Context: an optimization exercise on an open-source flow, tuned for small area. The choices shown serve that exercise and are no tape-out recipe. In this exercise RTL edits were held to simulation tests only and were not proved equivalent to the original. Power is estimated from default activity; no workload was simulated.

==> flow/design.v (outline; a module is shown in full before it is edited, if it fits) <==
// module BombSquad: 3692 lines
module BombSquad(user_cred, submit_button, rotate_button, verify_button, clk, rst, timer_sevseg1, timer_sevseg2, timer_sevseg3, puzzle_sevseg1, puzzle_sevseg2, puzzle_sevseg3, puzzle_sevseg4, lcd_on, lcd_en, lcd_flag, led_g, led_r);
  // ...
==> flow/flow/run.sh <==
#!/bin/bash
# Layout flow: the standard flow (standard synthesis, floorplan, power
# grid, placement, CTS, routing) with these changes:
#  - the port buffers that global placement puts on every input and output
#    are the smallest buffer, sky130_fd_sc_hd__buf_1, instead of the cell
#    buffer_ports picks by default;
#  - clock tree synthesis runs with ORFS's usual arguments plus
#    -dont_use_dummy_load, so it adds no dummy load cells to the clock nets;
#  - floorplan removes the buffers that synthesis's ABC mapping inserted
#    (REMOVE_ABC_BUFFERS), leaving buffering to the placement repair steps.
set -euo pipefail
export BUFFER_PORTS_ARGS="-buffer_cell sky130_fd_sc_hd__buf_1"
export REMOVE_ABC_BUFFERS=1
export CTS_ARGS="-sink_clustering_enable -repair_clock_nets -dont_use_dummy_load -buf_list sky130_fd_sc_hd__clkbuf_8 -sink_clustering_size 30 -sink_clustering_max_diameter 100"
bash standard.sh finish > standard_flow.log 2>&1
==> flow/standard.sh <==
#!/bin/bash
# synth_recipe.tcl (not shown) runs the flow's synth.tcl, then flattens the netlist and writes it again
# the make line also repeats each setting of config.mk as NAME=value (left out here)
make -C /OpenROAD-flow-scripts/flow DESIGN_CONFIG=/design/flow/config.mk WORK_HOME=/design/flow/orfs CLKGATE_MAP_FILE= SYNTH_SCRIPT=/design/flow/synth_recipe.tcl "${@:-finish}"
==> flow/config.mk <==
export PLATFORM = sky130hd
export DESIGN_NAME = BombSquad
export DESIGN_NICKNAME = BombSquad
export VERILOG_FILES = /design/flow/design.v
export SDC_FILE = /design/flow/constraint.sdc
export NUM_CORES = 4
export LEC_CHECK = 0
export ABC_AREA = 1
export CAP_MARGIN = 20
export CORE_MARGIN = 2
export CORE_UTILIZATION = 60
export CTS_BUF_LIST = sky130_fd_sc_hd__clkbuf_8
export SLEW_MARGIN = 20
==> flow/constraint.sdc <==
create_clock -name core_clock -period 10.0 [get_ports {clk}]
set_input_delay 2.0000 -clock core_clock [delete_from_list [all_inputs] [get_ports {clk}]]
set_output_delay 2.0000 -clock core_clock [all_outputs]
set_load 0.01 [all_outputs]
==> summary.txt, run 1 <==
Clock slew at reported path FFs - 0.07 ns
Final Setup Violations - 0
Layout cell share with drive strength beyond 1 - 3.67%
Rows - 46
Switching power - 622 uW
Synth Area in Compound Gates - 21.2%
Die Y-Extent - 130 um
Sequential share of the synthesized area - 32.7%
Cell Area, Placed - 9880 um2
CTS tree - yes
Non-clk bufs - 97
Area grow syn2layout - 5.75%
Top class by area - multi-input gates
Tot Pwr - 1.61 mW
Remaining antenna violation count - 0
Clock Power - 353 uW
WHS Endpoint - RotateButton.was_down
CP cell instances - inv_1 -> ha_1 -> clkinv_1 -> ha_1 -> inv_1 -> a21oi_1 -> a21oi_1 -> a2111oi_0 -> nor3_1 -> o2111ai_1 -> nand2_1 -> buf_1
Final core utilization - 64.3%
Clk_buf instances - 17
Clock Power Share - 22.0%
Sequential power share - 46.9%
Final Max Slew Viols - 0
# fillers - 1463
Cell Area, Synth - 9560 um2
Final wirelength - 26300 um
Final Cycle Share - 57.2%
Seq cells - 156
Outcome - timing/DRC/antenna clean
Critical Path End - lcd_flag[2]
Worst Skew - 0.0495 ns
Starting DRT DRC Count - 1014
Setup TNS - 0 ns
Grt met1 use - 39.0%
Place WS - 4.88 ns
DR DRC count - 0
Top FF cell, synth - dfxtp_1
R2r startpoint - CountdownTimer.gs_2_
Most frequent cells in the layout - nand2_1, inv_1, nor2_1, dfxtp_1, o21ai_0
Hold Crit Start - RotateButton.down
RD Place Congestion - 1.10
Core box area - 15700 um2
Crit-path max cell delay - 0.49 ns
Finished Layout Cells - 1686
M1 WL - 11200 um
==> inputs of run 2 (changes only) <==
--- a/flow/flow/run.sh
+++ b/flow/flow/run.sh
@@ -13,3 +13,3 @@
 export REMOVE_ABC_BUFFERS=1
-export CTS_ARGS="-sink_clustering_enable -repair_clock_nets -dont_use_dummy_load -buf_list sky130_fd_sc_hd__clkbuf_8 -sink_clustering_size 30 -sink_clustering_max_diameter 100"
+export CTS_ARGS="-sink_clustering_enable -repair_clock_nets -dont_use_dummy_load -buf_list sky130_fd_sc_hd__clkbuf_8"
 bash standard.sh finish > standard_flow.log 2>&1
==> run 2 against run 1 <==
Effect of this change: still clean; power is the same; fmax is the same; via count is the same; clock skew is the same; sequential power is essentially flat; highest routed layer unchanged.
==> summary.txt, run 2 <==
Outcome - timing/DRC/antenna clean
Via count - 9744
Worst-path maximum fanout - 15
EDFF count, synth - 0
Worst Hold Class - reg -> reg
I/O pin cnt - 100
Clk buf depth - 2
Worst Skew - 0.0495 ns (unchanged)
Top layer in use - met4
Fin Hold WS - 0.354 ns
Most common cell after layout, fill and taps aside - nand2_1
Hold Vio Cnt, Final - 0
Worst setup SP type - flip-flop
# clock sinks - 156
Fin area - 10100 um2
Routed length per instance - 15.6 um
Setup TNS - 0 ns (unchanged)
PD cells - 159 nW/um2
Vias in the first global route - 8799
WHS Endpoint - RotateButton.was_down
Post-Synthesis Cells - 1411
R2r startpoint - CountdownTimer.gs_2_
Synth top area cells - dfxtp_1, nand2_1, inv_1
Port bufs - 92
Largest net degree at the start of global routing - 37
Met2 wire length - 11900 um
Starting DRT DRC Count - 1014 (unchanged)
RD Place Congestion - 1.10 (unchanged)
Final wirelength - 26300 um (unchanged)
Hold Crit Start - RotateButton.down
Reg-to-Reg End - LEDDriver1.counter_21_
Worst-margin pin slew - 0.855 ns
Final Cycle Share - 57.2% (unchanged)
DR DRC count - 0 (unchanged)
Max Cap Viol - 0
Detail Placement HPWL - 19700 um
Placed insts - 1669
Yosys top cell area share - 32.7%
Area of the die - 17000 um2
Clock tree root driver cell - clkbuf_8
Final Setup Violations - 0 (unchanged)
Clock slew at reported path FFs - 0.07 ns (about the same)
Crit. End Element - output pin
Slew headroom - 42.8%
First-pass GRT wire length - 41800 um
Crit Path Class - reg -> out
Met3 wire length - 1890 um
Clock Latency Late Sink - 0.46 ns
Tot Pwr - 1.61 mW (unchanged)
Post-CTS Hold Fix Bufs - 0
NumNets Final - 1541
Gr usage total - 30.8%
Starting density of the core - 60.8%
Sequential share of the synthesized area - 32.7% (unchanged)
Rows - 46 (unchanged)
Worst Path Required - 8.00 ns
Finished Layout Cells - 1686 (unchanged)
# resized after CTS - 0
Hold Path Depth - 0
Peak supply drop - 0.152 mV
Die Y-Extent - 130 um (unchanged)
CTS tree - yes
Cell Area, Placed - 9880 um2 (unchanged)
# fillers - 1463 (unchanged)
Grt ovf - 0
Syn Area/Cell - 6.78 um2
Total CTS buffers - 17
Cell Area, Synth - 9560 um2 (unchanged)
Ys Warns - 1
Area grow syn2layout - 5.75% (unchanged)
Die width - 130 um
Via density - 5.78
Drt pass-1 iters - 6
Top FF cell, synth - dfxtp_1
Layout cell share with drive strength beyond 1 - 3.67% (unchanged)
H-tree levels - 4
Count leader, synth - nand2_1
Flop-to-flop setup slack - 7.07 ns
Post-synthesis cell type count - 53
# diodes - 0
Core box area - 15700 um2 (unchanged)
Achievable clock frequency - 175 MHz
RSZ-0062 raised after global routing - false
Async set or reset register ratio after synthesis - 0%
Initial antenna violation count - 0
Place WS - 4.88 ns (unchanged)
Worst EP arrival - 3.72 ns
Minimum clock period after layout - 5.72 ns
Final Max Slew Viols - 0 (unchanged)
Fin worst setup slack - 4.28 ns
M1 WL - 11200 um (unchanged)
Flops & latches, synth - 156
Most common library cells after synthesis - nand2_1, inv_1, nor2_1
Area leader, netlist - dfxtp_1
Reg2Reg Depth - 19
Post-CTS setup buffer count - 0
Leakage dissipation - 4.30 nW
Final core utilization - 64.3% (unchanged)
Remaining antenna violation count - 0 (unchanged)
Most frequent cells in the layout - nand2_1, inv_1, nor2_1, dfxtp_1, o21ai_0
[run 2: cell counts after synthesis]
No cell type changed its count.
[run 2: critical path, stage by stage (launching register included)]
cell,delay (ns)
dfxtp_1,0.49
inv_1,0.26
ha_1,0.49
clkinv_1,0.38
ha_1,0.38
inv_1,0.27
a21oi_1,0.14
a21oi_1,0.21
a2111oi_0,0.11
nor3_1,0.17
o2111ai_1,0.14
nand2_1,0.10
buf_1,0.15
[run 2: area by class of cell]
type                            count  area (um2)  area share [%]
Multi-Input combinational cell    975        5260            52.0
Sequential cell                   156        3120            30.9
Inverter                          225         845            8.35
Timing Repair Buffer               97         383            3.79
Tap cell                          216         270            2.67
Clock buffer                       17         234            2.31
[run 2: report_power, final]
part | total, mW | internal, mW | leakage, nW | switching [mW]
Sequential | 0.754 | 0.675 | 1.27 | 0.0791
Clock | 0.353 | 0.150 | 0.122 | 0.203
Combinational | 0.500 | 0.159 | 2.91 | 0.340
[run 2: routing by layer]
layer,global-route usage (%),vias to the layer above
met5,0,-
met4,16.1,0
met3,5.90,96
met2,50.2,473
met1,39.0,4401
li1,-,4774
[run 2: how the worst max path moves through the flow]
stage,from,end,slack [ns],cells after the start
after detailed placement,LCDController1.cap_1_,lcd_flag[2],4.88,12
after global placement,LCDController1.cap_1_,lcd_flag[2],4.78,12
final,LCDController1.cap_1_,lcd_flag[2],4.28,12
after floorplan,LCDController1.cap_1_,lcd_flag[6],5.72,10
after global routing,LCDController1.cap_1_,lcd_flag[2],3.93,12
after CTS,LCDController1.cap_1_,lcd_flag[2],4.37,12
[run 2: cells by family after synthesis]
group / count (synthesis) / share of synthesized area (%)
AO/OA/AOI/OAI: 347 / 21.2
XOR/XNOR: 3 / 0.275
adder cells (fa/ha/maj): 56 / 7.33
buffers and inverters: 285 / 12.6
flip-flops: 156 / 32.7
other: 2 / 0.0786
AND/OR/NAND/NOR: 562 / 25.9

[re-timing with driven ports]
In the flow no input, the clock included, has a driving cell. The finished layouts below were timed again as built, in two steps. Step 1 sets driving cells, clkbuf_16 on the clock port and buf_2 on the other inputs (assumed; they add their load-dependent delay and slew). Step 2 adds t to the input delays and takes it off the output delays; t is the mean of the earliest and latest rising clock arrival at the registers after step 1. Input paths then give back, and output paths get back, about the clock's delay inside the block. Slacks: no drivers / after step 1 / after step 2; pairs: no drivers / after step 1.
| run | t (ns) | slack for setup (ns) | hold slack, ns |
|---|---|---|---|
| run 1 | 0.471 | 4.282 / 4.243 / 4.714 | 0.354 / 0.354 / 0.354 |
| run 2 | 0.471 | 4.282 / 4.243 / 4.714 | 0.354 / 0.354 / 0.354 |
After both steps setup and hold are still met in every run listed.
